Context: an optimization exercise on an open-source flow, tuned for small area and a short achievable clock period. The choices shown serve that exercise and are no tape-out recipe.
RTL that was checked went through simulation tests only; none was proved equivalent to the original.
Power and IR drop assume default switching activity.

Design BLOCK_ULA_OPS, start of the top module:
module BLOCK_ULA_OPS #(
    parameter DATA_WIDTH = 8,
    parameter ADDR_WIDTH = 12,
    parameter ULA_WIDTH = 24
    ) (
        input clk,
        input [(ADDR_WIDTH-1):0] MUX_REG1_IN,                    
        input [(DATA_WIDTH-1):0] REG1_IN,
        input [(DATA_WIDTH-1):0] MUX_REG2_IN_0,  
        input [(ADDR_WIDTH-1):0] MUX_REG2_IN_1,  
        input [(ADDR_WIDTH-1):0] MUX_REG2_IN_2,  
        input [(DATA_WIDTH-1):0] REG2_IN,
        output wire [(ULA_WIDTH-1):0] ULA_OUT,
        output reg REG_COMP_OUT,
        output reg REG_OVERFLOW_OUT,
        input [1:0] SEL_MUX1,
        input [1:0] SEL_MUX2,
        input CTRL_REG_OP1, CTRL_REG_OP2,
        input CTRL_REG_OVERFLOW, CTRL_REG_COMP,
        input [3:0] SEL_ULA
    );
export LEC_CHECK = 0
export CAP_MARGIN = 20
export CORE_MARGIN = 2
export CORE_UTILIZATION = 65
export PLACE_DENSITY = 0.75
export SETUP_SLACK_MARGIN = 0.8
export SLEW_MARGIN = 20
export SYNTH_HIERARCHICAL = 1
create_clock -name core_clock -period 11.0 [get_ports {clk}]
standard.sh (not shown) runs the stock make flow with config.mk's settings and CLKGATE_MAP_FILE= SYNTH_SCRIPT=/design/flow/synth_recipe.tcl, a recipe that flattens the netlist after the stock synthesis.
==> flow/flow/run.sh <==
#!/bin/bash
# The standard layout, with the port buffers that buffer_ports inserts made
# sky130_fd_sc_hd__buf_1 instead of the cell it picks on its own.
set -euo pipefail
bash standard.sh BUFFER_PORTS_ARGS="-buffer_cell sky130_fd_sc_hd__buf_1" finish > standard_make.log 2>&1
Edit:
--- a/flow/config.mk
+++ b/flow/config.mk
@@ -10,5 +10,5 @@
 export CORE_UTILIZATION = 65
 export PLACE_DENSITY = 0.75
-export SETUP_SLACK_MARGIN = 0.8
+export SETUP_SLACK_MARGIN = 1.8
 export SLEW_MARGIN = 20
 export SYNTH_HIERARCHICAL = 1
What happened:
- The new run completed with no timing, DRC or antenna violations
- total power rose by 24%
- sequential share of layout area fell by 1.3 points
- worst hold slack gains 61 ps
- clock-buffer cell count does not change
- worst setup slack gains 460 ps
Edit:
--- a/flow/config.mk
+++ b/flow/config.mk
@@ -9,6 +9,6 @@
 export CORE_MARGIN = 2
 export CORE_UTILIZATION = 65
+export GPL_TIMING_DRIVEN = 0
 export PLACE_DENSITY = 0.75
-export SETUP_SLACK_MARGIN = 1.8
 export SLEW_MARGIN = 20
 export SYNTH_HIERARCHICAL = 1
Sequential share of layout area rose by 1.3 points.
Wire length fell by 22%.
Total power fell by 20%.
Via count fell by 13%.
Clock power fell by about 3%.
Combinational power fell by 25%.
Design area fell by 16%.
Edit:
==> flow/flow/run.sh (replaced) <==
#!/bin/bash
# The standard layout, with the port buffers that buffer_ports inserts made
# sky130_fd_sc_hd__buf_2 instead of the cell it picks on its own.
set -euo pipefail
bash standard.sh BUFFER_PORTS_ARGS="-buffer_cell sky130_fd_sc_hd__buf_2" finish > standard_make.log 2>&1
--- a/flow/config.mk
+++ b/flow/config.mk
@@ -9,6 +9,6 @@
 export CORE_MARGIN = 2
 export CORE_UTILIZATION = 65
-export GPL_TIMING_DRIVEN = 0
 export PLACE_DENSITY = 0.75
+export SETUP_SLACK_MARGIN = 0.9
 export SLEW_MARGIN = 20
 export SYNTH_HIERARCHICAL = 1
Outcome: Die area stays the same. Sequential power barely changes. Core utilization came out higher by 1.6 points.
Edit:
==> flow/flow/run.sh (replaced) <==
#!/bin/bash
# The standard layout, with the port buffers that buffer_ports inserts made
# sky130_fd_sc_hd__buf_1 instead of the cell it picks on its own.
set -euo pipefail
bash standard.sh BUFFER_PORTS_ARGS="-buffer_cell sky130_fd_sc_hd__buf_1" finish > standard_make.log 2>&1
--- a/flow/config.mk
+++ b/flow/config.mk
@@ -8,6 +8,6 @@
 export CAP_MARGIN = 20
 export CORE_MARGIN = 2
-export CORE_UTILIZATION = 65
-export PLACE_DENSITY = 0.75
+export CORE_UTILIZATION = 45
+export PLACE_DENSITY = 0.65
 export SETUP_SLACK_MARGIN = 0.9
 export SLEW_MARGIN = 20
What happened:
- setup slack gains 75 ps
- synthesized area stays the same
- final area grows by about 1.5%
- fmax grows by 0.76%
- global-route usage shrinks by 10 points
Edit:
--- a/flow/config.mk
+++ b/flow/config.mk
@@ -8,7 +8,7 @@
 export CAP_MARGIN = 20
 export CORE_MARGIN = 2
-export CORE_UTILIZATION = 45
-export PLACE_DENSITY = 0.65
-export SETUP_SLACK_MARGIN = 0.9
+export CORE_UTILIZATION = 55
+export PLACE_DENSITY = 0.7
+export SETUP_SLACK_MARGIN = 1.0
 export SLEW_MARGIN = 20
 export SYNTH_HIERARCHICAL = 1
Result: The new run finished clean. Power goes down by 6.3%. Synthesized area is unchanged. Worst setup slack gains 5.6 ps. Fmax hardly moves. Die area goes down by 18%.

* * *

Starting RTL as in the previous note.
==> flow/config.mk <==
export PLATFORM = sky130hd
export DESIGN_NAME = BLOCK_ULA_OPS
export DESIGN_NICKNAME = BLOCK_ULA_OPS
export VERILOG_FILES = /design/flow/design.v
export SDC_FILE = /design/flow/constraint.sdc
export NUM_CORES = 4
export LEC_CHECK = 0
export CAP_MARGIN = 20
export CORE_MARGIN = 2
export CORE_UTILIZATION = 65
export PLACE_DENSITY = 0.75
export SETUP_SLACK_MARGIN = 0.7
export SLEW_MARGIN = 20
export SYNTH_HIERARCHICAL = 1
==> flow/constraint.sdc <==
create_clock -name core_clock -period 11.0 [get_ports {clk}]
set_input_delay 2.2000 -clock core_clock [delete_from_list [all_inputs] [get_ports {clk}]]
set_output_delay 2.2000 -clock core_clock [all_outputs]
set_load 0.01 [all_outputs]
==> flow/flow/run.sh <==
#!/bin/bash
# The standard layout, with the port buffers that buffer_ports inserts made
# sky130_fd_sc_hd__buf_1 instead of the cell it picks on its own.
set -euo pipefail
bash standard.sh BUFFER_PORTS_ARGS="-buffer_cell sky130_fd_sc_hd__buf_1" finish > standard_make.log 2>&1
The starting point went through all stages and came out clean.
==> next run, changes <==
Settings changed: CORE_UTILIZATION 65 to 55, PLACE_DENSITY 0.75 to 0.7, SETUP_SLACK_MARGIN 0.7 to 0.9.
=> Cell count goes up by 3.8%; power goes down by about 0.8%; clock power goes down by about 10%; design area goes up by about 1.7%; maximum frequency goes up by about 2.3%; non-clock buffer count goes up by 6.
==> next run, changes <==
Settings changed: CORE_UTILIZATION 55 to 65, PLACE_DENSITY 0.7 to 0.75, SETUP_SLACK_MARGIN 0.9 to 0.5.
Outcome: Die area goes down by 15%. Design area goes down by 2.0%. Global-route usage goes up by 5.4 points.
==> next run, changes <==
Settings changed: SETUP_SLACK_MARGIN 0.5 to 0.9.
Effect:
- die area is unchanged
- core utilization rises by 1.0 points
- final cell count rose by 0.46%
- sequential share of layout area is lower by 0.12 points
- routed wire length rose by 0.98%
- setup slack is better by 400 ps
- register-to-register slack improves by 70 ps
- power rises by 1.3%

* * *

== main ==
BLOCK_ULA_OPS, a different RTL version from the one above (not shown whole).
For scale: ~780 cells after synthesis, about 18 flip-flops, ~99 I/O pins.
Settings: LEC_CHECK=0, CAP_MARGIN=20, CORE_MARGIN=2, CORE_UTILIZATION=40, SLEW_MARGIN=20, SYNTH_HIERARCHICAL=1; clock period 11.0 ns.
==> flow/flow/run.sh <==
#!/bin/bash
# The standard layout, with the port buffers that buffer_ports inserts made
# sky130_fd_sc_hd__buf_2 instead of the cell it picks on its own.
set -euo pipefail
bash standard.sh BUFFER_PORTS_ARGS="-buffer_cell sky130_fd_sc_hd__buf_2" finish > standard_make.log 2>&1
Input-level comparison between the feature branch and main:
==> flow/flow/run.sh <==
#!/bin/bash
# The standard layout, with the port buffers that buffer_ports inserts made
# sky130_fd_sc_hd__buf_1 instead of the cell it picks on its own.
set -euo pipefail
bash standard.sh BUFFER_PORTS_ARGS="-buffer_cell sky130_fd_sc_hd__buf_1" finish > standard_make.log 2>&1
Notes after the runs:
The final layouts of the feature branch and main pass the timing, design-rule and antenna checks. Combinational cell fraction of total power down 0.5 points in the feature branch wrt main. Summary of the feature branch over main: maximum frequency saw a decrease; post-route worst setup slack saw a decrease.
Function was not checked in any run of this note: the RTL went through the layout flow alone.

* * *

BLOCK_ULA_OPS with an RTL version that a note above also has.
Size: roughly 670 cells after synthesis, about 99 I/O pins, roughly 5800 um2 of cells after synthesis.
==> flow/config.mk <==
export PLATFORM = sky130hd
export DESIGN_NAME = BLOCK_ULA_OPS
export DESIGN_NICKNAME = BLOCK_ULA_OPS
export VERILOG_FILES = /design/flow/design.v
export SDC_FILE = /design/flow/constraint.sdc
export NUM_CORES = 4
export LEC_CHECK = 0
export CAP_MARGIN = 20
export CORE_MARGIN = 2
export CORE_UTILIZATION = 55
export GPL_TIMING_DRIVEN = 0
export PLACE_DENSITY = 0.7
export SETUP_SLACK_MARGIN = 0.9
export SLEW_MARGIN = 20
export SYNTH_HIERARCHICAL = 1
==> flow/constraint.sdc <==
create_clock -name core_clock -period 11.0 [get_ports {clk}]
set_input_delay 2.2000 -clock core_clock [delete_from_list [all_inputs] [get_ports {clk}]]
set_output_delay 2.2000 -clock core_clock [all_outputs]
set_load 0.01 [all_outputs]
==> flow/flow/run.sh <==
#!/bin/bash
# The standard layout, with the port buffers that buffer_ports inserts made
# sky130_fd_sc_hd__buf_1 instead of the cell it picks on its own.
set -euo pipefail
bash standard.sh BUFFER_PORTS_ARGS="-buffer_cell sky130_fd_sc_hd__buf_1" finish > standard_make.log 2>&1
Rerun with:
- CORE_UTILIZATION: 55 -> 65
- GPL_TIMING_DRIVEN: 0 -> not set
- PLACE_DENSITY: 0.7 -> 0.75
- SETUP_SLACK_MARGIN: 0.9 -> 1.0
Effect:
- count of clock-buffer cells in the layout is unchanged
- die area goes down by about a fifth
- total power came out lower slightly
- fmax rose slightly
- cell area went down by a few percent
- worst setup slack improved by 140 ps
- area after synthesis stays the same
- clock power goes up by a little under a tenth
- combinational power went down slightly
- routed wire length drops by a few percent
- global-route usage went up by 4.9 points
Rerun with:
- SETUP_SLACK_MARGIN: 1.0 -> not set
What happened:
- core utilization falls by 1.8 points
- sequential power barely changes
- area after synthesis does not change
- routed wire length went down slightly
- setup slack got worse by 630 ps
- cell area goes down by a few percent
Rerun with:
- SETUP_SLACK_MARGIN: not set -> 1.2
Setup slack gets better by 760 ps.
Sequential share of layout area came out lower by 0.77 points.
First-iteration DRC count went up by 51%.
Count of clock-buffer cells in the layout is unchanged.
Combinational power goes up by 8.8%.
Synthesized area is unchanged.
Routed wire length went up by 13%.

## port drivers added, routing unchanged
The flow's constraints put no driver on any port. The routed layouts listed below were extracted and timed again, unchanged, in two steps.
Step 1, drivers: a clkbuf_16 drives clk and a buf_2 each remaining input, both assumed.
Step 2 adds t to the input delays and takes it off the output delays; t is the mean of the earliest and latest rising clock arrival at the registers after step 1. Input paths then give back, and output paths get back, about the clock's delay inside the block.
Slacks: ideal / step 1 / step 2; pairs: ideal / step 1.
run	shift t [ns]	setup WS [ns]	worst setup path after step 2	latest minus earliest clock arrival (ns)	pins driven straight from the clock port
the first run of note 1	0.278	1.049 / 1.011 / 1.011	input to output	0.002 / 0.002	1
the second run of note 1	0.287	1.511 / 1.444 / 1.444	input to output	0.002 / 0.002	1
the third run of note 1	0.270	0.322 / 0.298 / 0.298	input to output	0.007 / 0.007	1
the fourth run of note 1	0.272	1.149 / 1.130 / 1.130	input to output	0.005 / 0.005	1
the fifth run of note 1	0.271	1.223 / 1.197 / 1.197	input to output	0.003 / 0.003	1
the sixth run of note 1	0.264	1.229 / 1.203 / 1.203	input to output	0.002 / 0.003	1
the first run of note 2	0.278	0.972 / 0.951 / 0.951	input to output	0.001 / 0.002	1
the second run of note 2	0.264	1.201 / 1.175 / 1.175	input to output	0.004 / 0.004	1
the third run of note 2	0.277	0.744 / 0.716 / 0.716	input to output	0.002 / 0.002	1
the fourth run of note 2	0.279	1.148 / 1.121 / 1.121	input to output	0.001 / 0.001	1
main	0.275	0.563 / 0.543 / 0.543	input to output	0.002 / 0.002	1
the feature branch	0.277	0.410 / 0.380 / 0.380	input to output	0.001 / 0.001	1
the first run of note 4	0.270	1.054 / 1.033 / 1.033	input to output	0.004 / 0.004	1
the second run of note 4	0.279	1.194 / 1.169 / 1.169	input to output	0.001 / 0.001	1
the third run of note 4	0.278	0.564 / 0.542 / 0.542	input to output	0.002 / 0.002	1
the fourth run of note 4	0.281	1.325 / 1.299 / 1.299	input to output	0.007 / 0.007	1
After both steps setup and hold are still met in every run listed. For the second run of note 1, which loses most, drivers alone change the setup slack by -0.067 ns; drivers and shift together by -0.067 ns.
